Source: an optimization exercise on an open RTL-to-GDS flow (aim: small area). Production flows keep margins and buffers that such runs may drop. Where RTL was checked, it was by simulation tests only, not by an equivalence proof against the original. Only the layout flow was run in runs 5 to 7; the RTL was not checked for function there. Power figures rest on the tool's default switching activity, not on a simulated workload.

`flow/run.sh`:
```
#!/bin/bash
# synth_recipe.tcl (not shown) runs the flow's synth.tcl, then flattens the netlist and writes it again
# the make line also repeats each setting of config.mk as NAME=value (left out here)
make -C /OpenROAD-flow-scripts/flow DESIGN_CONFIG=/design/flow/config.mk WORK_HOME=/design/flow/orfs CLKGATE_MAP_FILE= SYNTH_SCRIPT=/design/flow/synth_recipe.tcl finish
```
`flow/config.mk`:
```
export PLATFORM = sky130hd
export DESIGN_NAME = top_logic_n_packs
export DESIGN_NICKNAME = top_logic_n_packs
export VERILOG_FILES = /design/flow/design.v
export SDC_FILE = /design/flow/constraint.sdc
export NUM_CORES = 4
export LEC_CHECK = 0
export CAP_MARGIN = 20
export CORE_MARGIN = 2
export CORE_UTILIZATION = 40
export PLACE_DENSITY = 0.6
export SLEW_MARGIN = 20
```
`flow/constraint.sdc`:
```
create_clock -name core_clock -period 5.0 [get_ports {tx_clk}]
set_input_delay 1.0000 -clock core_clock [delete_from_list [all_inputs] [get_ports {tx_clk}]]
set_output_delay 1.0000 -clock core_clock [all_outputs]
set_load 0.01 [all_outputs]
```
`flow/design.v`:
```
module top_logic_n_packs(
	input we,
	output led0,
	input led1,
	output reg led2,
	output reg led3,
	input reset,
	input tx_clk,
	input txinit_done,
	output [31:0] tx_data,
	output tx_k
);
localparam [2:0] S0 = 3'd0, S1 = 3'd1, S2F = 3'd2, S2 = 3'd3, S3 = 3'd4, S4A = 3'd5, S4B = 3'd6, SD = 3'd7;
reg [2:0] fsm;
reg [2:0] pk;         
reg [13:0] cnt;       
reg [6:0] r;          
reg sync0, sync1;     
reg st, al;           
wire [38:0] x;
assign x[38:32] = r;
genvar gi;
generate for (gi = 0; gi < 32; gi = gi + 1) begin : g_prbs
	assign x[gi] = x[gi+7] ^ x[gi+6];
end endgenerate
wire [19:0] crc;
assign crc[0] = ~x[26];
assign crc[1] = ~(x[2] ^ x[29]);
assign crc[2] = ~(x[2] ^ x[3]);
assign crc[3] = ~(x[0] ^ x[5]);
assign crc[4] = ~(x[1] ^ x[5]);
assign crc[5] = ~(x[1] ^ x[24]);
assign crc[6] = (x[0] ^ x[4]);
assign crc[7] = x[31];
assign crc[8] = ~(x[3] ^ x[11]);
assign crc[9] = (x[0] ^ (x[3] ^ x[11]));
assign crc[10] = (x[2] ^ x[22]);
assign crc[11] = ~(x[0] ^ x[8]);
assign crc[12] = (x[0] ^ x[34]);
assign crc[13] = ~(x[1] ^ x[35]);
assign crc[14] = (x[2] ^ x[36]);
assign crc[15] = ~(x[0] ^ x[5]);
assign crc[16] = ~(x[0] ^ x[8]);
assign crc[17] = (x[0] ^ (x[1] ^ x[24]));
assign crc[18] = ~x[27];
assign crc[19] = (x[1] ^ (x[0] ^ x[34]));
wire in_s2 = (fsm == S2);
wire term = cnt[0] & cnt[1] & cnt[2] & cnt[3] & cnt[4] & cnt[5] & cnt[6] & cnt[7] & cnt[10] & cnt[11] & cnt[12] & cnt[13];
wire en = in_s2 | (fsm == S3) | ((fsm == S2F) & (pk == 3'd0));
wire link = (fsm != S0) & (fsm != SD);
always @(posedge tx_clk) begin
	sync0 <= txinit_done;
	sync1 <= sync0;
	cnt <= in_s2 ? {cnt[12:0], cnt[13] ^ cnt[4] ^ cnt[2] ^ cnt[0]} : 14'd11303;
	if (en) r <= x[6:0];
	case (fsm)
		S0: if (we) fsm <= S1;
		S1: fsm <= S2F;
		S2F: fsm <= S2;
		S2: if (term) fsm <= S3;
		S3: fsm <= S4A;
		S4A: fsm <= S4B;
		S4B: begin pk <= pk + 3'd1; fsm <= (pk == 3'd7) ? SD : S1; end
		default: ;
	endcase
	if (sync1) st <= 1'b1;
	if ((fsm == S1) & (st | sync1)) al <= 1'b1;
	if (reset) begin
		fsm <= S0;
		pk <= 3'd0;
		r <= 7'd110;
		st <= 1'b0;
		al <= 1'b0;
	end
end
wire eop = al & (fsm == S4A);
wire sop = al & (fsm == S2F);
wire dat = al & ((fsm == S2) | (fsm == S3));
wire idle = st & ~eop & ~sop & ~dat;
assign tx_k = eop | sop | idle;
assign tx_data[31:28] = {4{dat}} & x[38:35];
assign tx_data[27:8] = ({20{eop}} & crc) | ({20{dat}} & x[34:15]);
assign tx_data[7:0] = ({8{eop}} & 8'hDC) | ({8{sop}} & 8'h3C) | ({8{idle}} & 8'hBC) | ({8{dat}} & x[14:7]);
assign led0 = txinit_done;
always @(*) begin
	led2 = link;
	led3 = we;
end
endmodule
```
==> run notes, run 1 <==
Peak VDD IR between 200 and 300 µV; RSZ-0062 raised after global routing no; mean routed wirelength per cell between 10 and 15 µm; root buffer cell clkbuf_8; clock period minus worst slack around 3.9 ns; setup TNS 0 ns; required time of the critical path roughly 4.0 ns; largest net degree at the start of global routing 22; power per cell area 275 nW/µm²; worst skew pair latency 0.28 ns; total track usage 0.169; GRT overflow 0; cell at the slowest stage of the critical path dfxtp_1; Die W about 76 µm; H-tree levels 2; DRC viols 0; Initial DRC Count 95; status complete, no violations; CTS Hold Buffers Added 0; Rel. slew slack 0.566; syn_nets ~260; CTS tree yes; Mapped Cells roughly 250; Synth cell types between 40 and 50; number of synthesized flops with an enable pin 0; crit-path max FO 17; CP startpoint kind flip-flop; post-route clock skew approximately 0.0033 ns; hold endpoint sync1; Internal Power just over 0.5 mW; Port Buf Inserts 39; RR Endpoint r[6]; worst path arrival time 2.87 ns; worst-case reg-to-reg path depth 4; max frequency 259 MHz; drt pass-1 iters 4; die height 76.5 µm; clock sinks 31; final setup fails 0; hold crit path type flip-flop to flip-flop; Slew @ Worst Pin around 0.65 ns; dominant synthesized flop cell dfxtp_1; layout cell share with drive strength beyond 1 0.0747; fillers around 500; Ant. Diodes 0; Non-Filler Instances 351; CTS Buf Count 5; post-CTS setup buffers 0; vias in the first global route between 1,500 and 2,000; CP endpoint kind output pin; Die Area slightly below 6000 µm²; first-pass GRT wire length a little over 8 mm; CORE AREA 5070 µm²; Setup CP Type flip-flop to output pin; Critical Path Max Stage Delay 0.63 ns; Vias/cell between 5 and 6; reg-to-reg startpoint r[2]; Tcrit/Tclk final 0.773; GP Congestion approximately 0.80; Net Sw Frac 0.291; nets roughly 290; Reg power frac 0.395; final WL between 4 and 5 mm; Routed Antenna Nets 0; clk buf depth 2; initial antenna violation count 0; register area share after synthesis 0.296; Layout area overhead 23.7%; Clock power frac 0.356; Comb pwr share 0.248; P_leak between 0.9 and 1 nW; row count 26; max-cap violations 0; post-cts resize count 0; final-report hold violation count 0; total number of vias 1,792; dpl hpwl 3.40 mm; Worst Hold Depth 0; switching power total 0.208 mW; Yosys reg bits 31; Post-synth ARST share 0; synth warn 1; CP cell instances and3b_1 > o21a_1 > a221oi_1 > a21oi_1 > clkdlybuf4s50_1; Final Max Slew Viols 0; Initial Utilization 0.414; post-synthesis average cell area 8.30 µm²; R2R setup slack roughly 3.3 ns; dpl cells about 340; CTS clk-pin slew, worst paths roughly 0.07 ns; IO Count ~40; Mapped Area 2100 µm²; Hold Path Origin sync0
[area by class of cell]
class / instances / area (µm²) / area share
multi-input cells: 192 / 1330 / 0.513
inverters: 9 / 33.8 / 0.0130
repair buffers: 41 / 405 / 0.156
clock buffers: 6 / 82.6 / 0.0318
clock inverters: 2 / 35.0 / 0.0135
well taps: 70 / 87.6 / 0.0337
flip-flops and latches: 31 / 621 / 0.239
[worst max-delay path by stage]
| stage | startpoint | endpoint | depth (start not counted) |
|---|---|---|---|
| after global routing | fsm[0] | tx_data[9] | 5 |
| after global placement | fsm[0] | tx_data[19] | 5 |
| final | fsm[0] | tx_data[19] | 5 |
| after floorplan | r[2] | tx_data[7] | 5 |
| after CTS | fsm[0] | tx_data[19] | 5 |
| after detailed placement | fsm[0] | tx_data[19] | 5 |
[layer usage]
metal  share of wire  routed length (µm)  global-route usage  vias to the layer above
met5               0                   0                   0                        -
met4           0.018                  85              0.0636                        0
met3           0.043                 206              0.0438                        8
met2            0.45                2180               0.278                       43
met1            0.48                2320               0.213                      822
li1                -                   -                   -                      919
[critical path, delay by kind of cell, from the launching register on]
kind	cells	cell delay, ns
AOI/OAI and AO/OA	3	0.83
buffers and inverters	1	0.56
DFF	1	0.63
and+or+nand+nor	1	0.57
[power by group through the flow]
stage,registers [mW],clock network (mW),logic (mW)
after detailed placement,0.288,0,0.178
after floorplan,0.269,0,0.151
after CTS,0.282,0.263,0.179
after global routing,0.285,0.275,0.195
after global placement,0.288,0,0.177
final,0.283,0.255,0.178
[cell usage in the layout, fill, tap and decap left out, drive strengths merged, types with 3 or more instances in the layout]
master	n
clkdlybuf4s50	39
xnor2	32
dfxtp	31
a21oi	20
o21ai	20
nand2	16
xor2	15
and2	13
nor2	11
inv	9
o22ai	9
nand2b	7
clkbuf	6
nor2b	4
nand3	4
nor3	4
a221oi	3
a31oi	3
ha	3
[synth_stat cells (all sizes together), types with 3 or more instances]
library cell / number / area (µm²)
a31oi: 3 / 18.8
a221oi: 3 / 26.3
nor3: 4 / 20.0
o22ai: 9 / 56.3
inv: 9 / 33.8
nand3: 4 / 20.0
and2: 13 / 81.3
nor2: 11 / 41.3
buf: 15 / 90.1
o21ai: 20 / 100
nand2b: 7 / 43.8
xor2: 15 / 154
nand2: 16 / 60.1
nor2b: 4 / 25.0
dfxtp: 31 / 621
a21oi: 20 / 100
clkbuf: 6 / 22.5
xnor2: 32 / 318
ha: 3 / 37.5
[logic make-up (layout without fill, tap and decap cells)]
group           count (synthesis)  after routing  share of synthesized area
buf+inv                        30             58                     0.0697
simple gates                   72             72                      0.187
xor+xnor                       47             47                      0.225
fa+ha+maj                       3              3                     0.0179
flops                          31             31                      0.296
compound gates                 70             70                      0.206
[metrics by stage]
step	cell area (µm²)	hold slack, ns	utilization	worst slack (ns)	total power [mW]
6_report	2600	0.326	0.512	1.13	0.715
5_1_grt	2600	0.332	0.512	0.917	0.755
4_1_cts	2600	0.327	0.512	1.09	0.724
3_5_place_dp	2480	0.312	0.489	1.41	0.466
3_3_place_gp	2480	0.313	0.489	1.42	0.465
2_1_floorplan	2100	0.310	-	2.48	0.420
[sequential cells by signal, indices dropped and copies added, names as in the netlist]
register,flops
al,1
cnt,14
fsm,3
pk,3
r,7
st,1
sync0,1
sync1,1
==> run 2: changes to the inputs <==
--- a/flow/config.mk
+++ b/flow/config.mk
@@ -5,6 +5,7 @@
 export SDC_FILE = /design/flow/constraint.sdc
 export NUM_CORES = 4
 export LEC_CHECK = 0
+export ABC_AREA = 1
 export CAP_MARGIN = 20
 export CORE_MARGIN = 2
 export CORE_UTILIZATION = 40
==> run 2 against run 1 <==
  * Still clean on timing, DRC and antenna
  * Sequential share of layout area is 2.3 points lower
  * Via count rose by 27%
  * Power grew to 2.6 times the previous value
  * Combinational power rose to 7.3 times the previous value
  * Clock skew barely moved
  * First-iteration DRC count fell by 19%
  * Clock power fell by 24%
  * Sequential cell count did not move
  * Wire length up 22%
  * Worst hold slack better by 0.0065 ns
  * Critical path type unchanged
==> run notes, run 2 <==
status complete, no violations; root buffer cell clkbuf_8; Post-DP Area 2790 µm² (+13%); CTS Hold Buffers Added 0 (unchanged); required time of the critical path 4.00 ns (about the same); Synth cell types 34 (-24%); Final Instance Area 2880 µm² (+11%); Initial DRC Count 77 (-19%); CP top delay family buffers and inverters; setup TNS 0 ns (unchanged); register area share after synthesis 0.257 (-0.0385); mean routed wirelength per cell 12.6 µm (-7.6%); Reg with most FFs cnt; P_leak 1.34 nW (+39%); fin util 0.489 (-0.0225); nets 397 (+38%); largest net degree at the start of global routing 26 (+18%); dominant synthesized flop cell dfxtp_1; most frequent cells in the layout 93 x nand2_1, 39 x clkdlybuf4s50_1, 32 x inv_1; crit-path max FO 13 (-4); die height 81.7 µm (+6.8%); most common cell in the synthesized netlist nand2_1; Die W 81.7 µm (+6.8%); area leader, netlist dfxtp_1; CTS tree yes; GP Congestion 0.890 (+12%); crit path buf inv count 4 (+3); RSZ-0062 raised after global routing no; drt pass-1 iters 4 (unchanged); Non-Filler Instances 464 (+32%); final WL 5.85 mm (+22%); Tcrit/Tclk final 0.770 (-0.00370); initial antenna violation count 0 (unchanged); Setup CP Type flip-flop to output pin; CP endpoint kind output pin; DRC viols 0 (unchanged); Ant. Diodes 0 (unchanged); dpl hpwl 4.61 mm (+35%); vias in the first global route 2,115 (+23%); Layout area overhead 19.3%; dpl cells 457 (+33%); max frequency 260 MHz (+0.48%); power per cell area 635 nW/µm² (+130%); post-cts resize count 0 (unchanged); area fraction of the dominant cell type after synthesis 0.257 (-0.0385); Slew @ Worst Pin 0.646 ns (-0.00491 ns); Most common cell on crit path inv_1; H-tree levels 2 (unchanged); clock period minus worst slack 3.85 ns (-0.0185 ns); CP startpoint kind flip-flop; total track usage 0.188 (+0.0184); post-CTS setup buffers 0 (unchanged); worst skew pair latency 0.27 ns (about the same); total number of vias 2,282 (+27%); final-report hold violation count 0 (unchanged); max-cap violations 0 (unchanged); R2R setup slack 3.20 ns (-0.06 ns); Mapped Area 2410 µm² (+15%); number of synthesized flops with an enable pin 0 (unchanged); Final Power 1.83 mW (+160%); layout cell share with drive strength beyond 1 0.183 (+0.108); post-route clock skew 0.00295 ns (-0.000355 ns); GRT overflow 0 (unchanged); syn_nets 362 (+39%); synth warn 1 (unchanged); worst path arrival time 2.85 ns (-0.02 ns); Initial Utilization 0.410 (-0.00363); first-pass GRT wire length 9.70 mm (+20%); top flop regs cnt x14, r x7; Synth area leaders dfxtp_1 26%, nand2_1 14%, nand2_4 7.9%; row count 28 (+7.7%); CP cell instances inv_1 > nor2_1 > inv_1 > nor2_1 > nand2_1 > inv_1 > nand2_1 > o221ai_1 > clkdlybuf4s50_1; Port Buf Inserts 39 (unchanged); Vias/cell 4.92 (-3.7%); CTS clk-pin slew, worst paths 0.06 ns (about the same); Final Max Slew Viols 0 (unchanged); Rel. slew slack 0.566 (+0.000771); Largest register FFs 14 (unchanged); CTS Buf Count 5 (unchanged); final setup fails 0 (unchanged); Yosys reg bits 31 (unchanged); Critical Path Max Stage Delay 0.59 ns (-0.04 ns); clk buf depth 2 (unchanged); Synth top cells by count 93 x nand2_1, 32 x inv_1, 31 x dfxtp_1; cell at the slowest stage of the critical path clkdlybuf4s50_1; Routed Antenna Nets 0 (unchanged); IO Count 41 (unchanged); post-synthesis average cell area 6.82 µm² (-18%); Mapped Cells 354 (+40%); hold crit path type flip-flop to flip-flop; clock sinks 31 (unchanged); CORE AREA 5890 µm² (+16%); most common cell after layout, fill and taps aside nand2_1; Peak VDD IR 339 µV (+14%); Die Area 6670 µm² (+14%); Post-synth ARST share 0 (unchanged)
## run 2: cell count changes after synthesis, sizes merged, moves of 5 or more
cell    change
nor2       +17
xnor2      -25
a21oi       -6
nand3      +29
o21ai       +5
inv        +35
nand2b      -7
nand2     +113
xor2       -10
and2       -12
clkbuf      -6
## run 2: through the flow
step	worst slack (ns)	hold WS (ns)
after detailed placement	1.52	0.316
after global placement	1.56	0.312
after CTS	1.21	0.331
after floorplan	2.50	0.310
after global routing	0.960	0.335
final	1.15	0.333
## run 2: worst paths after layout
check                             from          end  depth (start not counted)
worst max-delay path            fsm[0]  tx_data[14]                          9
worst min-delay path             sync0        sync1                          0
worst max register to register    r[0]         r[1]                         13
worst min register to register   sync0        sync1                          0
## run 2: per-layer routing
| metal | up-vias | GRT usage | share of wire |
|---|---|---|---|
| li1 | 1200 | - | - |
| met1 | 1033 | 0.233 | 0.46 |
| met2 | 38 | 0.334 | 0.48 |
| met3 | 11 | 0.0242 | 0.036 |
| met4 | 0 | 0.0633 | 0.020 |
| met5 | - | 0 | 0 |
## run 2: kinds of logic after synthesis
kind of cell	after synthesis	share of synthesized area
AOI/OAI and AO/OA	51	0.120
and+or+nand+nor	199	0.441
DFF	31	0.257
xor gates and xnor gates	12	0.0435
buffers and inverters	58	0.123
adders and majority gates	3	0.0156
## run 2: report_power, final
| group | switching [mW] | internal, mW | total [mW] |
|---|---|---|---|
| registers | 0.0558 | 0.276 | 0.332 |
| clock network | 0.0855 | 0.108 | 0.193 |
| logic | 0.858 | 0.446 | 1.30 |
| total | 0.999 | 0.830 | 1.83 |
## run 2: cell type report
type	instances	area (µm²)
Fill cell	631	3010
Multi-Input combinational cell	265	1500
Sequential cell	31	621
Timing Repair Buffer	39	390
Inverter	47	191
Tap cell	75	93.8
Clock buffer	6	82.6
Clock inverter	1	5.00
==> run 3: changes to the inputs <==
==> flow/flow/run.sh (new file) <==
#!/bin/bash
# Own layout flow: the standard flow, with small port buffers and no CTS dummy loads.
set -euo pipefail
export BUFFER_PORTS_ARGS="-buffer_cell sky130_fd_sc_hd__buf_1"
export CTS_ARGS="-sink_clustering_enable -repair_clock_nets -dont_use_dummy_load"
bash standard.sh > standard.log 2>&1
==> flow/standard.sh (new file) <==
#!/bin/bash
# synth_recipe.tcl (not shown) runs the flow's synth.tcl, then flattens the netlist and writes it again
# the make line also repeats each setting of config.mk as NAME=value (left out here)
make -C /OpenROAD-flow-scripts/flow DESIGN_CONFIG=/design/flow/config.mk WORK_HOME=/design/flow/orfs CLKGATE_MAP_FILE= SYNTH_SCRIPT=/design/flow/synth_recipe.tcl "${@:-finish}"
--- a/flow/config.mk
+++ b/flow/config.mk
@@ -5,7 +5,6 @@
 export SDC_FILE = /design/flow/constraint.sdc
 export NUM_CORES = 4
 export LEC_CHECK = 0
-export ABC_AREA = 1
 export CAP_MARGIN = 20
 export CORE_MARGIN = 2
 export CORE_UTILIZATION = 40
removed: flow/run.sh
==> run 3 against run 2 <==
  * Via count decreased by 21%
  * Synthesized cell count decreased by 29%
  * Area after synthesis down 13%
  * First-iteration DRC count up 31%
  * Clock power shrank 11%
  * Wire length down 20%
  * Still clean on timing, DRC and antenna
  * Largest power group is now sequential cells
  * Sequential power fell by 14%
  * Utilization shrank 3.7 points
  * Critical path type unchanged
==> run notes, run 3 <==
row count 26 (-7.1%); root buffer cell clkbuf_8; post-CTS setup buffers 0 (unchanged); Tcrit/Tclk final 0.690 (-0.0801); Synth cell types 45 (+32%); CTS Buf Count 5 (unchanged); Initial DRC Count 101 (+31%); synth warn 1 (unchanged); Ant. Diodes 0 (unchanged); clock sinks 31 (unchanged); max-cap violations 0 (unchanged); crit-path max FO 17 (+4); first-pass GRT wire length 7.84 mm (-19%); Post-synth ARST share 0 (unchanged); vias in the first global route 1,670 (-21%); area leader, netlist dfxtp_1; dpl hpwl 3.31 mm (-28%); worst path arrival time 2.45 ns (-0.40 ns); most frequent cells in the layout 39 x buf_1, 31 x dfxtp_1, 27 x xnor2_1; power per cell area 267 nW/µm² (-58%); drt pass-1 iters 4 (unchanged); mean routed wirelength per cell 13.5 µm (+7.0%); worst skew pair latency 0.28 ns (about the same); Largest register FFs 14 (unchanged); post-route clock skew 0.0119 ns (+0.00893 ns); Reg area 621 µm² (unchanged); RSZ-0062 raised after global routing no; Slew @ Worst Pin 0.682 ns (+0.0367 ns); P_leak 0.841 nW (-37%); total track usage 0.166 (-0.0222); length of routed met2 wiring 2.06 mm (-27%); initial antenna violation count 0 (unchanged); clock period minus worst slack 3.45 ns (-0.401 ns); IO Count 41 (unchanged); register area share after synthesis 0.296 (+0.0385); CTS tree yes; required time of the critical path 4.00 ns (about the same); Mapped Area 2100 µm² (-13%); CP endpoint kind output pin; status complete, no violations; Reg with most FFs cnt; area fraction of the dominant cell type after synthesis 0.296 (+0.0385); largest net degree at the start of global routing 22 (-15%); max frequency 290 MHz (+12%); final-report hold violation count 0 (unchanged); Peak VDD IR 166 µV (-51%); Die W 76.5 µm (-6.4%); number of synthesized flops with an enable pin 0 (unchanged); Yosys reg bits 31 (unchanged); clk buf depth 2 (unchanged); post-cts resize count 0 (unchanged); dominant synthesized flop cell dfxtp_1; most common cell after layout, fill and taps aside buf_1; GRT overflow 0 (unchanged); layout cell share with drive strength beyond 1 0.0614 (-0.121); Die Area 5840 µm² (-12%); Port Buf Inserts 39 (unchanged); Routed Antenna Nets 0 (unchanged); multi-input logic area 1330 µm² (-11%); fillers 531 (-16%); top flop regs cnt x14, r x7; Initial Utilization 0.414 (+0.00363); Mapped Cells 253 (-29%); final WL 4.68 mm (-20%); Setup CP Type flip-flop to output pin; Final Max Slew Viols 0 (unchanged); die height 76.5 µm (-6.4%); most common cell in the synthesized netlist dfxtp_1; Synth top cells by count 31 x dfxtp_1, 27 x xnor2_1, 20 x a21oi_1; Top Layer Used met4; Rel. slew slack 0.545 (-0.0214); Synth area leaders dfxtp_1 30%, xnor2_1 11%, xor2_1 5.0%; Hold Worst Slack 0.325 ns (-0.00776 ns); nets 287 (-28%); final setup fails 0 (unchanged); CORE AREA 5070 µm² (-14%); post-synthesis average cell area 8.30 µm² (+22%); total number of vias 1,801 (-21%); met3 WL 255 µm (+23%); syn_nets 261 (-28%); CTS clk-pin slew, worst paths 0.06 ns (about the same); DRC viols 0 (unchanged); hold crit path type flip-flop to flip-flop; Layout area overhead 9.42%; CTS Hold Buffers Added 0 (unchanged); setup TNS 0 ns (unchanged); CP startpoint kind flip-flop; Metal-1 WL 2.27 mm (-16%); Vias/cell 5.19 (+5.5%); H-tree levels 2 (unchanged); GP Congestion 0.775 (-13%)
## run 3: cell count changes after synthesis, sizes merged, moves of 7 or more
cell / previous run / this run
and2: 1 / 13
inv: 44 / 9
nand2: 129 / 16
nand2b: 0 / 7
nand3: 33 / 4
nor2: 28 / 11
xnor2: 7 / 32
xor2: 5 / 15
## run 3: final timing paths
path | from | endpoint | slack [ns] | depth (start not counted)
min | sync0 | sync1 | 0.33 | 0
max | fsm[0] | tx_data[19] | 1.55 | 5
max reg2reg | r[2] | r[6] | 3.27 | 4
min reg2reg | sync0 | sync1 | 0.33 | 0
## run 3: kinds of logic after synthesis
kind of cell | count (synthesis) | synth area share
buffers and inverters | 30 | 0.0697
adders and majority gates | 3 | 0.0179
and+or+nand+nor | 72 | 0.187
AOI/OAI and AO/OA | 70 | 0.206
DFF | 31 | 0.296
xor gates and xnor gates | 47 | 0.225
## run 3: final cells by class
class | count | share of cell area
timing repair buffer | 40 | 0.0670
sequential | 31 | 0.270
multi-input combinational | 192 | 0.580
clock buffer | 5 | 0.0300
tap | 70 | 0.0381
inverter | 9 | 0.0147
## run 3: metal layers
layer  track usage  vias to the layer above
met1         0.211                      814
met5             0                        -
met3        0.0415                       11
li1              -                      915
met2         0.261                       61
met4        0.0800                        0
## run 3: worst max-delay path, stage by stage (launching register included)
cell      delay [ns]
dfxtp_1         0.62
and3b_1         0.56
o21a_1          0.48
a221oi_1        0.17
a21oi_1         0.17
buf_1           0.18
## run 3: per-stage QoR
step,util,total power [mW],area [µm²],std cells,setup WS (ns)
after floorplan,-,0.420,2100,253,2.48
after global placement,0.439,0.448,2230,342,1.84
after detailed placement,0.439,0.448,2230,342,1.85
after CTS,0.453,0.623,2300,347,1.55
after global routing,0.453,0.656,2300,347,1.32
final,0.453,0.614,2300,347,1.55
## run 3: power by group
| part | leakage, nW | internal (mW) | total [mW] | switching [mW] |
|---|---|---|---|---|
| combinational | 0.553 | 0.0732 | 0.157 | 0.0843 |
| sequential | 0.252 | 0.256 | 0.286 | 0.0292 |
| clock | 0.0359 | 0.0892 | 0.171 | 0.0820 |
==> run 4: changes to the inputs <==
==> flow/flow/run.sh (replaced) <==
#!/bin/bash
# Own layout flow: the standard flow (standard.sh) with
#  - synthesis mapped by ABC with an area-recovery script (flow/area.abc) instead of the
#    speed script; everything else in the synthesis script is the standard flow's (synth_recipe.tcl),
#  - small port buffers (buf_1),
#  - a clock tree without dummy loads.
set -euo pipefail
W=$PWD
{
  echo "proc abc {args} {"
  echo "  set i [lsearch -exact \$args -script]"
  echo "  if {\$i >= 0} { lset args [expr {\$i + 1}] $W/flow/area.abc }"
  echo "  yosys abc {*}\$args"
  echo "}"
  cat synth_recipe.tcl
} > own_synth.tcl
sed "s#SYNTH_SCRIPT=[^ ]*#SYNTH_SCRIPT=$W/own_synth.tcl#" standard.sh > own_standard.sh
grep -q "SYNTH_SCRIPT=$W/own_synth.tcl" own_standard.sh
export BUFFER_PORTS_ARGS="-buffer_cell sky130_fd_sc_hd__buf_1"
export CTS_ARGS="-sink_clustering_enable -repair_clock_nets -dont_use_dummy_load"
bash own_standard.sh > standard.log 2>&1
==> flow/flow/area.abc (new file) <==
strash
&get -n
&st
&dch -f
&nf -R 1000
&put
==> run 4 against run 3 <==
  * Maximum frequency down 12%
  * Global-route usage up 0.55 points
  * Register-to-register slack worse by 0.70 ns
  * Clock skew up 0.0051 ns
  * Power up 130%
  * Final cell count down 13%
  * Worst hold slack better by 0.0051 ns
  * Area after synthesis down 17%
  * Critical path depth up 3
  * Critical endpoint is now tx_data[3]
==> run notes, run 4 <==
vias in the first global route 1,414 (-15%); CORE AREA 4290 µm² (-15%); Ant. Diodes 0 (unchanged); final setup fails 0 (unchanged); worst skew pair latency 0.28 ns (about the same); syn_nets 216 (-17%); Reg power frac 0.242 (-0.223); clock period minus worst slack 3.92 ns (+0.470 ns); Final Power 1.43 mW (+130%); setup TNS 0 ns (unchanged); Worst Hold Depth 0 (unchanged); post-synthesis average cell area 8.42 µm² (+1.5%); Post-synth ARST share 0 (unchanged); worst slack, placed 1.44 ns (-0.410 ns); worst-case reg-to-reg path depth 6 (+2); CP startpoint kind flip-flop; Post-DP Area 1950 µm² (-13%); GRT overflow 0 (unchanged); dominant synthesized flop cell dfxtp_1; multi-input logic area 1100 µm² (-17%); post-route clock skew 0.0169 ns (+0.00506 ns); post-CTS setup buffers 0 (unchanged); Synth cell types 30 (-33%); Initial DRC Count 84 (-17%); Peak VDD IR 290 µV (+75%); Initial Utilization 0.408 (-0.00578); Yosys reg bits 31 (unchanged); Rel. slew slack 0.492 (-0.0531); root buffer cell clkbuf_8; Most common cell on crit path nand2_1; reg-to-reg startpoint r[4]; hold crit path type flip-flop to flip-flop; Clock power frac 0.119 (-0.160); cell at the slowest stage of the critical path dfxtp_1; Largest register FFs 14 (unchanged); P_leak 0.715 nW (-15%); Comb pwr share 0.639 (+0.383); Die W 70.2 µm (-8.2%); Hold Worst Slack 0.330 ns (+0.00511 ns); Critical Path Max Stage Delay 0.48 ns (-0.14 ns); largest net degree at the start of global routing 23 (+4.5%); crit-path max FO 22 (+5); max-cap violations 0 (unchanged); die height 70.2 µm (-8.2%); Port Buf Inserts 39 (unchanged); required time of the critical path 4.00 ns (about the same); worst path arrival time 2.92 ns (+0.47 ns); Synth area leaders dfxtp_1 35%, xnor2_1 16%, xor2_1 8.0%; Tcrit/Tclk final 0.784 (+0.0940); Net Sw Frac 0.468 (+0.150); max frequency 255 MHz (-12%); Reg area 621 µm² (unchanged); total number of vias 1,582 (-12%); IO Count 41 (unchanged); final WL 4.09 mm (-13%); area fraction of the dominant cell type after synthesis 0.354 (+0.0587); CTS tree yes; post-cts resize count 0 (unchanged); CTS Buf Count 5 (unchanged); DRC viols 0 (unchanged); Vias/cell 5.24 (+0.93%); R2R setup slack 2.57 ns (-0.70 ns); Final Instance Area 2020 µm² (-12%); register area share after synthesis 0.354 (+0.0587); RSZ-0062 raised after global routing no; top flop regs cnt x14, r x7; fillers 440 (-17%); RR Endpoint r[0]; H-tree levels 2 (unchanged); clk buf depth 2 (unchanged); total track usage 0.171 (+0.00549); synth warn 1 (unchanged); nets 260 (-9.4%); drt pass-1 iters 5 (+1); final setup margin 1.08 ns (-0.470 ns); most common cell after layout, fill and taps aside buf_1; CP cell instances nand2_1 > nor2_1 > a21o_1 > nand2_1 > nand4_1 > and3_1 > o21ai_0 > buf_1; CTS Hold Buffers Added 0 (unchanged); Hold Path Origin sync0; Layout area overhead 15.5%; final-report hold violation count 0 (unchanged); initial antenna violation count 0 (unchanged); Internal Power 0.763 mW (+82%); GP Congestion 0.798 (+3.0%); Mapped Area 1750 µm² (-17%); layout cell share with drive strength beyond 1 0.0240 (-0.0374); Synth top cells by count 33 x xnor2_1, 31 x dfxtp_1, 19 x nand2_1, 19 x nor2_1, 17 x o21ai_0; most common cell in the synthesized netlist xnor2_1; area leader, netlist dfxtp_1; power per cell area 709 nW/µm² (+170%); mean routed wirelength per cell 13.5 µm (+0.34%); first-pass GRT wire length 6.67 mm (-15%); switching power total 0.671 mW (+240%); number of synthesized flops with an enable pin 0 (unchanged); most frequent cells in the layout 39 x buf_1, 33 x xnor2_1, 31 x dfxtp_1; Final Max Slew Viols 0 (unchanged); Mapped Cells 208 (-18%); CTS clk-pin slew, worst paths 0.06 ns (about the same); Slew @ Worst Pin 0.762 ns (+0.0797 ns); Reg with most FFs cnt; Setup CP Type flip-flop to output pin; hold endpoint sync1; status complete, no violations; row count 24 (-7.7%); Die Area 4920 µm² (-16%); CP endpoint kind output pin; dpl hpwl 2.95 mm (-11%); Routed Antenna Nets 0 (unchanged); clock sinks 31 (unchanged)
-- run 4: changes by cell type in the layout (fill, tap and decap cells not counted), sizes merged, moves of 5 or more --
cell / previous run / this run
inv: 9 / 0
nand2b: 7 / 0
clkinv: 0 / 6
or3: 1 / 6
nor2: 11 / 19
and2: 13 / 8
a21oi: 20 / 9
and3: 1 / 6
-- run 4: worst max-delay path, delay by kind of cell (launching register included) --
| family | cells | cell delay, ns |
|---|---|---|
| AO/OA/AOI/OAI | 2 | 0.38 |
| AND/OR/NAND/NOR | 5 | 1.64 |
| flip-flops | 1 | 0.48 |
| buffers and inverters | 1 | 0.16 |
-- run 4: area by class of cell --
| class | instances | share of cell area |
|---|---|---|
| clock buffers | 5 | 0.0340 |
| flip-flops and latches | 31 | 0.307 |
| inverters | 6 | 0.0111 |
| repair buffers | 39 | 0.0724 |
| multi-input cells | 169 | 0.544 |
| well taps | 52 | 0.0322 |
-- run 4: power by group through the flow --
stage	clock (mW)	sequential (mW)	combinational [mW]
final	0.171	0.346	0.917
after global routing	0.188	0.350	1.01
after CTS	0.176	0.345	0.908
after detailed placement	0	0.351	0.902
after global placement	0	0.350	0.898
after floorplan	0	0.331	0.764
-- run 4: routing by layer --
layer  vias up  GRT usage  share of wire
met4         0     0.0641          0.014
met1       716      0.237           0.50
met5         -          0              0
met2        47      0.257           0.42
met3         5     0.0418          0.060
li1        814          -              -
-- run 4: how the worst max path moves through the flow --
stage | cells after the start | end | start | slack (ns)
after CTS | 8 | tx_data[3] | fsm[0] | 1.12
after detailed placement | 8 | tx_data[3] | fsm[0] | 1.44
after global routing | 8 | tx_data[2] | fsm[0] | 0.76
final | 8 | tx_data[3] | fsm[0] | 1.08
after global placement | 8 | tx_data[3] | fsm[0] | 1.40
after floorplan | 6 | tx_data[25] | r[5] | 1.99
-- run 4: cells by family (layout without fill, tap and decap cells) --
group,count (synthesis),after routing,synth area share
simple gates,69,69,0.191
xor+xnor,49,49,0.245
compound gates,48,48,0.166
flops,31,31,0.354
buf+inv,8,50,0.0214
fa+ha+maj,3,3,0.0214
-- run 4: per-stage QoR --
step | cells | util
floorplan | 208 | -
global placement | 297 | 0.454
detailed placement | 297 | 0.454
CTS | 302 | 0.470
global route | 302 | 0.471
finish | 302 | 0.471
==> run 5: changes to the inputs <==
==> flow/design.v (replaced) <==
module top_logic_n_packs(
	input we,
	output led0,
	input led1,
	output reg led2,
	output reg led3,
	input reset,
	input tx_clk,
	input txinit_done,
	output [31:0] tx_data,
	output tx_k
);
localparam [2:0] S0 = 3'd0, S1 = 3'd1, S2F = 3'd2, S2 = 3'd3, S3 = 3'd4, S4A = 3'd5, S4B = 3'd6, SD = 3'd7;
reg [2:0] fsm;
reg [2:0] pk;         
reg [13:0] cnt;       
reg [6:0] r;          
reg sync0, sync1;     
reg st, al;           
wire f7 = r[5] ^ r[6];
wire f9 = r[4] ^ r[6];
wire f12 = r[5] ^ r[0];
wire f13 = r[4] ^ r[1];
wire f6 = f12 ^ f13;
wire f0 = f6 ^ f7;
wire f14 = f0 ^ f12;
wire f15 = r[5] ^ f13;
wire f16 = r[4] ^ f14;
wire f19 = f7 ^ r[3];
wire f18 = f12 ^ f19;
wire f4 = f16 ^ f18;
wire f20 = f6 ^ f18;
wire f22 = r[6] ^ f20;
wire f11 = f22 ^ r[2];
wire f5 = f11 ^ f12;
wire f10 = f4 ^ f11;
wire f3 = f9 ^ f10;
wire f17 = f3 ^ f15;
wire f23 = f9 ^ r[3];
wire f24 = f4 ^ r[2];
wire f25 = f11 ^ f23;
wire f26 = f12 ^ f24;
wire f27 = f13 ^ f25;
wire f28 = f0 ^ f24;
wire f29 = f0 ^ f10;
wire f30 = r[5] ^ f11;
wire f31 = f0 ^ f16;
wire f68 = f0 ^ f23;
wire f69 = r[5] ^ f24;
wire f70 = r[4] ^ f25;
wire f71 = f3 ^ f26;
wire f72 = f4 ^ f27;
wire f75 = f7 ^ f30;
wire f82 = f3 ^ f11;
wire f83 = f4 ^ f12;
wire f96 = r[5] ^ f31;
wire f97 = f3 ^ r[1];
wire f103 = f0 ^ f4;
wire f116 = r[5] ^ f3;
wire [31:0] o = {f31, f30, f29, f28, f27, f26, f25, f24, f23, f22, r[3], f20, f19, f18, f17, f16, f15, f14, f13, f12, f11, f10, f9, r[6], f7, f6, f5, f4, f3, r[4], r[5], f0};   
wire [19:0] crc;
assign crc[0] = ~f19;
assign crc[1] = ~f83;
assign crc[2] = ~f116;
assign crc[3] = ~f71;
assign crc[4] = ~f97;
assign crc[5] = ~r[2];
assign crc[6] = f96;
assign crc[7] = f24;
assign crc[8] = ~f75;
assign crc[9] = r[0];
assign crc[10] = r[1];
assign crc[11] = ~f72;
assign crc[12] = f68;
assign crc[13] = ~f69;
assign crc[14] = f70;
assign crc[15] = ~f71;
assign crc[16] = ~f72;
assign crc[17] = f82;
assign crc[18] = ~f20;
assign crc[19] = f103;
wire in_s2 = (fsm == S2);
wire term = cnt[0] & cnt[1] & cnt[2] & cnt[3] & cnt[4] & cnt[5] & cnt[6] & cnt[7] & cnt[10] & cnt[11] & cnt[12] & cnt[13];
wire en = in_s2 | (fsm == S3) | ((fsm == S2F) & (pk == 3'd0));
wire link = (fsm != S0) & (fsm != SD);
always @(posedge tx_clk) begin
	sync0 <= txinit_done;
	sync1 <= sync0;
	cnt <= in_s2 ? {cnt[12:0], cnt[13] ^ cnt[4] ^ cnt[2] ^ cnt[0]} : 14'd11303;
	if (en) r <= {f103, f96, f97, f116, f30, r[3], f20};
	case (fsm)
		S0: if (we) fsm <= S1;
		S1: fsm <= S2F;
		S2F: fsm <= S2;
		S2: if (term) fsm <= S3;
		S3: fsm <= S4A;
		S4A: fsm <= S4B;
		S4B: begin pk <= pk + 3'd1; fsm <= (pk == 3'd7) ? SD : S1; end
		default: ;
	endcase
	if (sync1) st <= 1'b1;
	if ((fsm == S1) & (st | sync1)) al <= 1'b1;
	if (reset) begin
		fsm <= S0;
		pk <= 3'd0;
		r <= 7'd67;
		st <= 1'b0;
		al <= 1'b0;
	end
end
wire eop = al & (fsm == S4A);
wire sop = al & (fsm == S2F);
wire dat = al & ((fsm == S2) | (fsm == S3));
wire idle = st & ~eop & ~sop & ~dat;
assign tx_k = eop | sop | idle;
assign tx_data[31:28] = {4{dat}} & o[31:28];
assign tx_data[27:8] = ({20{eop}} & crc) | ({20{dat}} & o[27:8]);
assign tx_data[7:0] = ({8{eop}} & 8'hDC) | ({8{sop}} & 8'h3C) | ({8{idle}} & 8'hBC) | ({8{dat}} & o[7:0]);
assign led0 = txinit_done;
always @(*) begin
	led2 = link;
	led3 = we;
end
endmodule
==> run 5 against run 4 <==
  * Clock skew down 0.0084 ns
  * Cell area down 0.62%
  * Global-route usage down 0.34 points
  * Combinational power up about 20%
  * Synthesized cell count down 1.9%
  * Final cell count up 0.33%
  * Critical path type unchanged
==> run notes, run 5 <==
first-pass GRT wire length 6.57 mm (-1.6%); CTS Buf Count 5 (unchanged); multiplexer area fraction after synthesis 0.0118 (+0.0118); Peak VDD IR 329 µV (+13%); root buffer cell clkbuf_8; clk buf depth 2 (unchanged); P_leak 0.750 nW (+4.9%); post-cts resize count 0 (unchanged); worst path arrival time 3.23 ns (+0.31 ns); RSZ-0062 raised after global routing no; Reg with most FFs cnt; switching power total 0.718 mW (+7.0%); Die Area 4780 µm² (-3.0%); synth warn 1 (unchanged); Final Max Slew Viols 0 (unchanged); max-cap violations 0 (unchanged); Tcrit/Tclk final 0.846 (+0.0628); dpl cells 298 (+0.34%); Port Buf Inserts 39 (unchanged); die height 69.1 µm (-1.5%); drt pass-1 iters 4 (-1); Layout area overhead 18.6%; Ant. Diodes 0 (unchanged); post-CTS setup buffers 0 (unchanged); GRT overflow 0 (unchanged); area leader, netlist dfxtp_1; total track usage 0.168 (-0.00336); CTS Hold Buffers Added 0 (unchanged); Synth cell types 32 (+6.7%); CP startpoint kind flip-flop; Net Sw Frac 0.452 (-0.0156); Yosys reg bits 31 (unchanged); Non-Filler Instances 303 (+0.33%); layout cell share with drive strength beyond 1 0.0474 (+0.0234); H-tree levels 2 (unchanged); row count 23 (-4.2%); worst skew pair latency 0.27 ns (about the same); most common cell after layout, fill and taps aside buf_1; hold crit path type flip-flop to flip-flop; CTS clk-pin slew, worst paths 0.06 ns (about the same); Mapped Cells 204 (-1.9%); required time of the critical path 4.00 ns (about the same); Post-synth ARST share 0 (unchanged); final setup fails 0 (unchanged); status complete, no violations; most frequent cells in the layout 39 x buf_1, 31 x dfxtp_1, 26 x xnor2_1; Slew @ Worst Pin 1.02 ns (+0.255 ns); Mapped Area 1700 µm² (-3.2%); final WL 3.91 mm (-4.4%); Internal Power 0.869 mW (+14%); vias in the first global route 1,358 (-4.0%); Routed Antenna Nets 0 (unchanged); CP endpoint kind output pin; clock period minus worst slack 4.23 ns (+0.314 ns); power per cell area 789 nW/µm² (+11%); syn_nets 212 (-1.9%); dominant synthesized flop cell dfxtp_1; Vias/cell 5.13 (-2.0%); CTS tree yes; final-report hold violation count 0 (unchanged); Setup CP Type flip-flop to output pin; mean routed wirelength per cell 12.9 µm (-4.7%); Die W 69.1 µm (-1.5%); post-synthesis average cell area 8.31 µm² (-1.3%); Synth top cells by count 31 x dfxtp_1, 26 x xnor2_1, 22 x nand2_1; Reg area 621 µm² (unchanged); GP Congestion 0.848 (+6.2%); area fraction of the dominant cell type after synthesis 0.366 (+0.0118); top flop regs cnt x14, r x7; Initial DRC Count 68 (-19%); Initial Utilization 0.421 (+0.0129); nets 263 (+1.2%); Final Power 1.59 mW (+11%); Reg power frac 0.199 (-0.043); IO Count 41 (unchanged); largest net degree at the start of global routing 25 (+8.7%); initial antenna violation count 0 (unchanged); multi-input logic area 1040 µm² (-5.7%); post-synthesis xor/xnor area fraction 0.212 (-0.0332); DRC viols 0 (unchanged); Clock power frac 0.107 (-0.012); Compound-Gate Fraction of Synth Area 0.165 (-0.00185); register area share after synthesis 0.366 (+0.0118); setup TNS 0 ns (unchanged); fin util 0.499 (+0.0279); dpl hpwl 2.87 mm (-2.5%); clock sinks 31 (unchanged); number of synthesized flops with an enable pin 0 (unchanged); post-route clock skew 0.00860 ns (-0.00835 ns); Rel. slew slack 0.319 (-0.173); most common cell in the synthesized netlist dfxtp_1; Hold Worst Slack 0.330 ns (+0.0000620 ns); Largest register FFs 14 (unchanged); CORE AREA 4030 µm² (-6.2%); fillers 452 (+2.7%); crit-path max FO 9 (-59%); Synth area leaders dfxtp_1 37%, xnor2_1 13%, xor2_1 7.7%; simple-gate area share of the yosys netlist 0.201 (+0.0100); max frequency 236 MHz (-7.4%); post-synthesis adder-cell area fraction 0.0221 (+0.000712); total number of vias 1,555 (-1.7%); Comb pwr share 0.694 (+0.055); largest family of logic cells by synthesized area XOR/XNOR gates
-- run 5: cell count changes after synthesis, moves of 2 or more --
| cell | change |
|---|---|
| o22ai_1 | -2 |
| nand3_1 | +2 |
| o211ai_1 | -2 |
| and3_1 | -2 |
| o21ai_0 | +3 |
| mux2i_1 | +2 |
| nand2_1 | +3 |
| xnor2_1 | -7 |
-- run 5: worst paths after layout --
check         from     endpoint  slack (ns)  cells past startpoint
min          sync0        sync1        0.33                      0
min reg2reg  sync0        sync1        0.33                      0
max reg2reg   r[5]         r[3]        2.06                     11
max           r[5]  tx_data[10]        0.77                     11
-- run 5: area by class of cell --
type	instances	share of cell area
Clock buffer	5	0.0342
Inverter	6	0.0112
Multi-Input combinational cell	165	0.516
Sequential cell	31	0.309
Tap cell	50	0.0311
Timing Repair Buffer	46	0.0989
-- run 5: power by group through the flow --
| stage | sequential [mW] | clock [mW] | combinational (mW) |
|---|---|---|---|
| final | 0.316 | 0.170 | 1.10 |
| after global routing | 0.321 | 0.184 | 1.21 |
| after CTS | 0.316 | 0.176 | 1.10 |
| after detailed placement | 0.321 | 0 | 1.10 |
| after global placement | 0.320 | 0 | 1.10 |
| after floorplan | 0.310 | 0 | 0.812 |
-- run 5: kinds of logic after synthesis --
family                   count (synthesis)
AND/OR/NAND/NOR                         72
AO/OA/AOI/OAI                           47
XOR/XNOR                                41
flip-flops                              31
buffers and inverters                    8
adder cells (fa/ha/maj)                  3
multiplexers                             2
-- run 5: layer usage --
layer,up-vias,part of all wire,GRT usage
li1,809,-,-
met4,0,0.0054,0.0349
met5,-,0,0
met2,37,0.42,0.241
met3,4,0.050,0.0380
met1,705,0.52,0.254
-- run 5: through the flow --
step / setup WS, ns / cell area [µm²]
2_1_floorplan: 0.822 / 1700
3_3_place_gp: 1.04 / 1940
3_5_place_dp: 1.06 / 1940
4_1_cts: 0.757 / 2010
5_1_grt: 0.463 / 2010
6_report: 0.768 / 2010
-- run 5: worst max-delay path: stages, from the launching register on --
cell     delay, ns
dfxtp_1       0.54
xor2_1        0.15
xnor2_1       0.38
xor2_1        0.25
xnor2_1       0.18
xnor2_1       0.18
xor2_1        0.31
xor2_1        0.31
buf_4         0.20
xnor2_1       0.09
o21ai_0       0.17
buf_1         0.19
==> run 6: changes to the inputs <==
--- a/flow/flow/run.sh
+++ b/flow/flow/run.sh
@@ -17,5 +17,5 @@
 sed "s#SYNTH_SCRIPT=[^ ]*#SYNTH_SCRIPT=$W/own_synth.tcl#" standard.sh > own_standard.sh
 grep -q "SYNTH_SCRIPT=$W/own_synth.tcl" own_standard.sh
 export BUFFER_PORTS_ARGS="-buffer_cell sky130_fd_sc_hd__buf_1"
-export CTS_ARGS="-sink_clustering_enable -repair_clock_nets -dont_use_dummy_load"
+export CTS_ARGS="-sink_clustering_enable -sink_clustering_size 40 -sink_clustering_max_diameter 500 -repair_clock_nets -dont_use_dummy_load -buf_list sky130_fd_sc_hd__clkbuf_8"
 bash own_standard.sh > standard.log 2>&1
--- a/flow/config.mk
+++ b/flow/config.mk
@@ -8,5 +8,6 @@
 export CAP_MARGIN = 20
 export CORE_MARGIN = 2
 export CORE_UTILIZATION = 40
+export GPL_TIMING_DRIVEN = 0
 export PLACE_DENSITY = 0.6
 export SLEW_MARGIN = 20
==> run 6 against run 5 <==
  * Count of clock-buffer cells in the layout unchanged
  * Clock power about the same
  * Sequential power barely moved
  * First-iteration DRC count shrank 24%
==> run notes, run 6 <==
CTS Buf Count 5 (unchanged); Port Buf Inserts 39 (unchanged); most common cell in the synthesized netlist dfxtp_1; switching power total 0.724 mW (+0.90%); die height 69.1 µm (unchanged); Tcrit/Tclk final 0.951 (+0.105); post-route clock skew 0.0141 ns (+0.00549 ns); Die W 69.1 µm (unchanged); clock sinks 31 (unchanged); R2R setup slack 1.56 ns (-0.50 ns); area fraction of the dominant cell type after synthesis 0.366 (unchanged); total number of vias 1,560 (+0.32%); GRT overflow 0 (unchanged); Reg power frac 0.211 (+0.012); clk buf depth 2 (unchanged); max-cap violations 0 (unchanged); register area share after synthesis 0.366 (unchanged); Net Sw Frac 0.481 (+0.0284); dominant synthesized flop cell dfxtp_1; Mapped Area 1700 µm² (unchanged); setup TNS 0 ns (unchanged); Post-synth ARST share 0 (unchanged); RR Endpoint r[3]; CTS tree yes; layout cell share with drive strength beyond 1 0.0444 (-0.00308); Worst Setup SP r[5]; Initial DRC Count 52 (-24%); Largest register FFs 14 (unchanged); Peak VDD IR 288 µV (-12%); Die Area 4780 µm² (unchanged); CORE AREA 4030 µm² (unchanged); Layout area overhead 18.2%; Internal Power 0.783 mW (-10%); CTS clk-pin slew, worst paths 0.06 ns (about the same); RSZ-0062 raised after global routing no; required time of the critical path 4.00 ns (about the same); fin util 0.497 (-0.00186); final-report hold violation count 0 (unchanged); first-pass GRT wire length 6.56 mm (-0.20%); synth warn 1 (unchanged); Synth cell types 32 (unchanged); Mapped Cells 204 (unchanged); Reg with most FFs cnt; GP Congestion 0.810 (-4.5%); status complete, no violations; Final Max Slew Viols 0 (unchanged); CTS Hold Buffers Added 0 (unchanged); Post-DP Area 1900 µm² (-1.9%); final setup fails 0 (unchanged); vias in the first global route 1,431 (+5.4%); total track usage 0.167 (about the same); Setup CP Type flip-flop to output pin; DRC viols 0 (unchanged); Slew @ Worst Pin 1.01 ns (-0.00490 ns); number of synthesized flops with an enable pin 0 (unchanged); post-synthesis average cell area 8.31 µm² (unchanged); Comb pwr share 0.677 (-0.017); power per cell area 752 nW/µm² (-4.7%); Initial Utilization 0.421 (unchanged); Clock power frac 0.112 (+0.005); dpl hpwl 2.79 mm (-2.9%); mean routed wirelength per cell 12.9 µm (-0.27%); P_leak 0.736 nW (-1.9%); Synth area leaders dfxtp_1 37%, xnor2_1 13%, xor2_1 7.7%; worst skew pair latency 0.28 ns (about the same); clock period minus worst slack 4.76 ns (+0.523 ns); reg-to-reg startpoint r[5]; post-CTS setup buffers 0 (unchanged); CP endpoint tx_data[10]; most frequent cells in the layout 39 x buf_1, 31 x dfxtp_1, 25 x xnor2_1; CP startpoint kind flip-flop; Non-Filler Instances 298 (-1.7%); Final Instance Area 2000 µm² (-0.37%); Yosys reg bits 31 (unchanged); crit-path max FO 9 (unchanged); Routed Antenna Nets 0 (unchanged); Vias/cell 5.23 (+2.0%); initial antenna violation count 0 (unchanged); worst path arrival time 3.76 ns (+0.53 ns); CP endpoint kind output pin; worst-case reg-to-reg path depth 10 (-1); dpl cells 293 (-1.7%); drt pass-1 iters 4 (unchanged); syn_nets 212 (unchanged); root buffer cell clkbuf_8; hold crit path type flip-flop to flip-flop; Synth top cells by count 31 x dfxtp_1, 26 x xnor2_1, 22 x nand2_1; most common cell after layout, fill and taps aside buf_1; Rel. slew slack 0.322 (+0.00328); max frequency 210 MHz (-11%); final WL 3.83 mm (-1.9%); IO Count 41 (unchanged); area leader, netlist dfxtp_1; largest net degree at the start of global routing 25 (unchanged); Ant. Diodes 0 (unchanged); top flop regs cnt x14, r x7; row count 23 (unchanged); Hold Worst Slack 0.329 ns (-0.000868 ns); nets 258 (-1.9%); H-tree levels 2 (unchanged)
-- run 6: worst min-delay path by stage --
stage	startpoint	end	cells past startpoint	slack (ns)
final	sync0	sync1	0	0.33
after floorplan	sync0	sync1	0	0.31
after CTS	sync0	sync1	0	0.33
after global routing	sync0	sync1	0	0.35
after detailed placement	sync0	sync1	0	0.32
after global placement	sync0	sync1	0	0.31
-- run 6: through the flow --
step           setup slack (ns)  power, mW
2_1_floorplan             0.822       1.12
6_report                  0.244       1.51
3_3_place_gp             -0.137       1.29
4_1_cts                  0.0960       1.50
5_1_grt                 0.00163       1.62
3_5_place_dp            -0.0906       1.29
-- run 6: timing repair --
| action | in CTS | in global routing |
|---|---|---|
| hold endpoints to repair | 0 | 0 |
| setup endpoints to repair | 6 | 5 |
| resized for setup | 3 | 1 |
-- run 6: final cells by class --
class | instances | area (µm²)
buffer | 2 | 15.0
clock buffer | 5 | 68.8
fill | 422 | 2030
inverter | 6 | 22.5
multi-input combinational | 165 | 1070
sequential | 31 | 621
tap | 50 | 62.6
timing repair buffer | 39 | 146
-- run 6: cells by family after synthesis --
logic type,count (synthesis),share of synthesized area
XOR/XNOR,41,0.212
multiplexers,2,0.0118
buffers and inverters,8,0.0221
AND/OR/NAND/NOR,72,0.201
flip-flops,31,0.366
AO/OA/AOI/OAI,47,0.165
adder cells (fa/ha/maj),3,0.0221
-- run 6: power groups by stage --
stage                     registers, mW  clock network, mW  logic [mW]
after floorplan                   0.310                  0       0.812
after CTS                         0.317              0.174        1.01
after global placement            0.320                  0       0.967
after global routing              0.323              0.184        1.12
final                             0.318              0.169        1.02
after detailed placement          0.320                  0       0.974
-- run 6: routing by layer --
layer,GRT usage,wire length [µm],vias to the layer above,part of all wire
met2,0.250,1600,34,0.42
met3,0.0482,205,4,0.053
met5,0,0,-,0
met1,0.238,2000,728,0.52
li1,-,-,794,-
met4,0.0392,27,0,0.0070
-- run 6: worst max-delay path, stage by stage, from the launching register on --
cell	delay, ns
dfxtp_1	0.58
xor2_2	0.39
xnor2_1	0.30
xor2_2	0.33
xnor2_1	0.18
xnor2_2	0.38
xor2_1	0.37
xor2_2	0.39
xnor2_1	0.16
o21ai_0	0.20
buf_1	0.19
==> run 7: changes to the inputs <==
--- a/flow/flow/run.sh
+++ b/flow/flow/run.sh
@@ -17,5 +17,5 @@
 sed "s#SYNTH_SCRIPT=[^ ]*#SYNTH_SCRIPT=$W/own_synth.tcl#" standard.sh > own_standard.sh
 grep -q "SYNTH_SCRIPT=$W/own_synth.tcl" own_standard.sh
 export BUFFER_PORTS_ARGS="-buffer_cell sky130_fd_sc_hd__buf_1"
-export CTS_ARGS="-sink_clustering_enable -sink_clustering_size 40 -sink_clustering_max_diameter 500 -repair_clock_nets -dont_use_dummy_load -buf_list sky130_fd_sc_hd__clkbuf_8"
+export CTS_ARGS="-sink_clustering_enable -sink_clustering_size 40 -sink_clustering_max_diameter 500 -repair_clock_nets -dont_use_dummy_load -buf_list sky130_fd_sc_hd__clkbuf_4"
 bash own_standard.sh > standard.log 2>&1
==> run 7 against run 6 <==
  * Worst hold slack better by 0.0081 ns
  * Die area did not move
  * Worst setup slack lost 0.021 ns
  * Critical endpoint unchanged
  * Still clean
  * Synthesized cell count stayed put
  * Via count is 0.96% lower
==> run notes, run 7 <==
top flop regs cnt x14, r x7; crit-path max FO 9 (unchanged); post-synthesis adder-cell area fraction 0.0221 (unchanged); Mapped Area 1700 µm² (unchanged); layout cell share with drive strength beyond 1 0.0524 (+0.00806); required time of the critical path 4.00 ns (about the same); multiplexer area fraction after synthesis 0.0118 (unchanged); IO Count 41 (unchanged); hold crit path type flip-flop to flip-flop; total track usage 0.167 (-0.000306); Layout area overhead 17.2%; worst slack, placed -0.0906 ns (unchanged); largest net degree at the start of global routing 25 (unchanged); clock period minus worst slack 4.78 ns (+0.0206 ns); Port Buf Inserts 39 (unchanged); dpl cells 293 (unchanged); worst skew pair latency 0.33 ns (+0.05 ns); largest family of logic cells by synthesized area XOR/XNOR gates; row count 23 (unchanged); area leader, netlist dfxtp_1; Largest register FFs 14 (unchanged); CP endpoint kind output pin; clk buf depth 2 (unchanged); power per cell area 741 nW/µm² (-1.5%); fin util 0.493 (-0.00404); clock sinks 31 (unchanged); most common cell after layout, fill and taps aside buf_1; final setup margin 0.224 ns (-0.0206 ns); post-synthesis xor/xnor area fraction 0.212 (unchanged); CP startpoint kind flip-flop; dpl hpwl 2.79 mm (unchanged); Die W 69.1 µm (unchanged); CORE AREA 4030 µm² (unchanged); GRT overflow 0 (unchanged); Setup CP Type flip-flop to output pin; max frequency 209 MHz (-0.43%); RSZ-0062 raised after global routing no; GP Congestion 0.810 (unchanged); Initial DRC Count 43 (-17%); CTS Hold Buffers Added 0 (unchanged); Post-DP Area 1900 µm² (unchanged); Synth area leaders dfxtp_1 37%, xnor2_1 13%, xor2_1 7.7%; root buffer cell clkbuf_4; post-CTS setup buffers 0 (unchanged); post-route clock skew 0.0219 ns (+0.00785 ns); fillers 420 (-0.47%); Final Instance Area 1990 µm² (-0.81%); worst-case reg-to-reg path depth 10 (unchanged); status complete, no violations; final setup fails 0 (unchanged); R2R setup slack 1.59 ns (+0.03 ns); Tcrit/Tclk final 0.955 (+0.00411); register area share after synthesis 0.366 (unchanged); Hold Path Origin sync0; Most common cell on crit path xor2_2; CTS Buf Count 5 (unchanged); mean routed wirelength per cell 12.7 µm (-0.97%); RR Endpoint r[3]; H-tree levels 2 (unchanged); simple-gate area share of the yosys netlist 0.201 (unchanged); cell at the slowest stage of the critical path dfxtp_1; nets 258 (unchanged); Non-Filler Instances 298 (unchanged); Compound-Gate Fraction of Synth Area 0.165 (unchanged); CTS clk-pin slew, worst paths 0.10 ns (+0.04 ns); dominant synthesized flop cell dfxtp_1; CTS tree yes; Critical Path Max Stage Delay 0.60 ns (+0.02 ns); most common cell in the synthesized netlist dfxtp_1; drt pass-1 iters 5 (+1); final WL 3.80 mm (-0.97%); Yosys reg bits 31 (unchanged); Slew @ Worst Pin 1.01 ns (-0.00398 ns); CP cell instances xor2_2 > xnor2_2 > xor2_2 > xnor2_1 > xnor2_2 > xor2_1 > xor2_2 > xnor2_1 > o21ai_0 > buf_1; reg-to-reg startpoint r[5]; most frequent cells in the layout 39 x buf_1, 31 x dfxtp_1, 24 x xnor2_1; Final Max Slew Viols 0 (unchanged); Vias/cell 5.18 (-0.96%); crit path buf inv count 1 (unchanged); first-pass GRT wire length 6.55 mm (-0.11%); Peak VDD IR 286 µV (-0.84%); Synth top cells by count 31 x dfxtp_1, 26 x xnor2_1, 22 x nand2_1; vias in the first global route 1,433 (+0.14%); Post-synth ARST share 0 (unchanged); max-cap violations 0 (unchanged); hold endpoint sync1; total number of vias 1,545 (-0.96%); Synth cell types 32 (unchanged); initial antenna violation count 0 (unchanged); Worst Hold Depth 0 (unchanged); DRC viols 0 (unchanged); final-report hold violation count 0 (unchanged); Die Area 4780 µm² (unchanged); post-synthesis average cell area 8.31 µm² (unchanged); P_leak 0.732 nW (-0.56%); area fraction of the dominant cell type after synthesis 0.366 (unchanged); number of synthesized flops with an enable pin 0 (unchanged); synth warn 1 (unchanged); CP top delay family XOR/XNOR gates; die height 69.1 µm (unchanged); Initial Utilization 0.421 (unchanged); Ant. Diodes 0 (unchanged); Rel. slew slack 0.325 (+0.00267); Hold Worst Slack 0.337 ns (+0.00810 ns); Reg with most FFs cnt; Mapped Cells 204 (unchanged); Routed Antenna Nets 0 (unchanged); worst path arrival time 3.78 ns (+0.02 ns); syn_nets 212 (unchanged)
run 7: cell counts after synthesis:
Identical to the previous run, type by type.
run 7: per-stage QoR:
step / TNS [ns] / power (mW)
5_1_grt: 0 / 1.59
4_1_cts: 0 / 1.46
6_report: 0 / 1.47
3_3_place_gp: -0.382 / 1.29
2_1_floorplan: 0 / 1.12
3_5_place_dp: -0.236 / 1.29
run 7: how the worst max path moves through the flow:
stage,from,to,slack (ns),depth (start not counted)
3_3_place_gp,r[5],tx_data[10],-0.14,10
5_1_grt,r[5],tx_data[11],0.04,11
6_report,r[5],tx_data[10],0.22,10
4_1_cts,r[5],tx_data[10],0.03,10
2_1_floorplan,r[5],tx_data[10],0.82,9
3_5_place_dp,r[5],tx_data[10],-0.09,10
run 7: report_power, final:
group	internal, mW	total (mW)	leakage, nW	switching, mW
Clock	0.0469	0.122	0.0230	0.0750
Combinational	0.425	1.03	0.456	0.607
Sequential	0.273	0.318	0.253	0.0459
Total	0.744	1.47	0.732	0.728
run 7: timing repair:
action,4_1_cts,5_1_grt
pin swaps,0,0
setup endpoints to repair,8,5
resized for setup,3,3
run 7: worst reg2reg max path, stage by stage, from the launching register on:
cell and delay, ns:
dfxtp_1 0.60, xor2_2 0.41, xnor2_2 0.22, xor2_2 0.33, xnor2_1 0.18, xnor2_2 0.39
xor2_1 0.37, xor2_2 0.39, xnor2_1 0.16, mux2i_1 0.15, nor2_1 0.05
run 7: layer usage:
layer  global-route usage  wire length [µm]
met2                0.249              1570
met5                    0                 0
met3               0.0482               186
met1                0.238              2010
met4               0.0392                29
run 7: layout make-up:
| type | instances | area (µm²) | share of cell area |
|---|---|---|---|
| Timing Repair Buffer | 39 | 146 | 0.0737 |
| Sequential cell | 31 | 621 | 0.312 |
| Inverter | 6 | 22.5 | 0.0113 |
| Buffer | 2 | 15.0 | 0.00756 |
| Multi-Input combinational cell | 165 | 1080 | 0.545 |
| Tap cell | 50 | 62.6 | 0.0315 |
| Clock buffer | 5 | 37.5 | 0.0189 |
run 7: cell families (layout without fill, tap and decap cells):
kind of cell | Yosys count | after routing
buf+inv | 8 | 52
flops | 31 | 31
mux | 2 | 2
xor+xnor | 41 | 41
compound gates | 47 | 47
simple gates | 72 | 72
fa+ha+maj | 3 | 3

[port drivers added, routing unchanged]
The flow's constraints put no driver on any port. The routed layouts listed below were extracted and timed again, unchanged, in two steps.
Step 1: set_driving_cell puts a clkbuf_16 on tx_clk and a buf_2 on each other input, an assumption about the parent block.
Step 2 moves the port delays by t, midway between the first and last clock arrival at a register: inputs arrive t later, outputs are due t later. That takes back most of the time a late clock gives input paths.
Slacks: ideal / step 1 / step 2; pairs: ideal / step 1.
run | shift t [ns] | setup WS [ns] | worst data-port slew with drivers (ns)
run 1 | 0.303 | 1.133 / 1.108 / 1.412 | 0.03
run 2 | 0.296 | 1.151 / 1.125 / 1.421 | 0.03
run 3 | 0.301 | 1.552 / 1.528 / 1.829 | 0.03
run 4 | 0.301 | 1.082 / 1.056 / 1.357 | 0.03
run 5 | 0.293 | 0.768 / 0.744 / 1.038 | 0.03
run 6 | 0.294 | 0.244 / 0.220 / 0.514 | 0.03
run 7 | 0.336 | 0.224 / 0.204 / 0.540 | 0.03
After both steps every run listed still meets setup and hold.
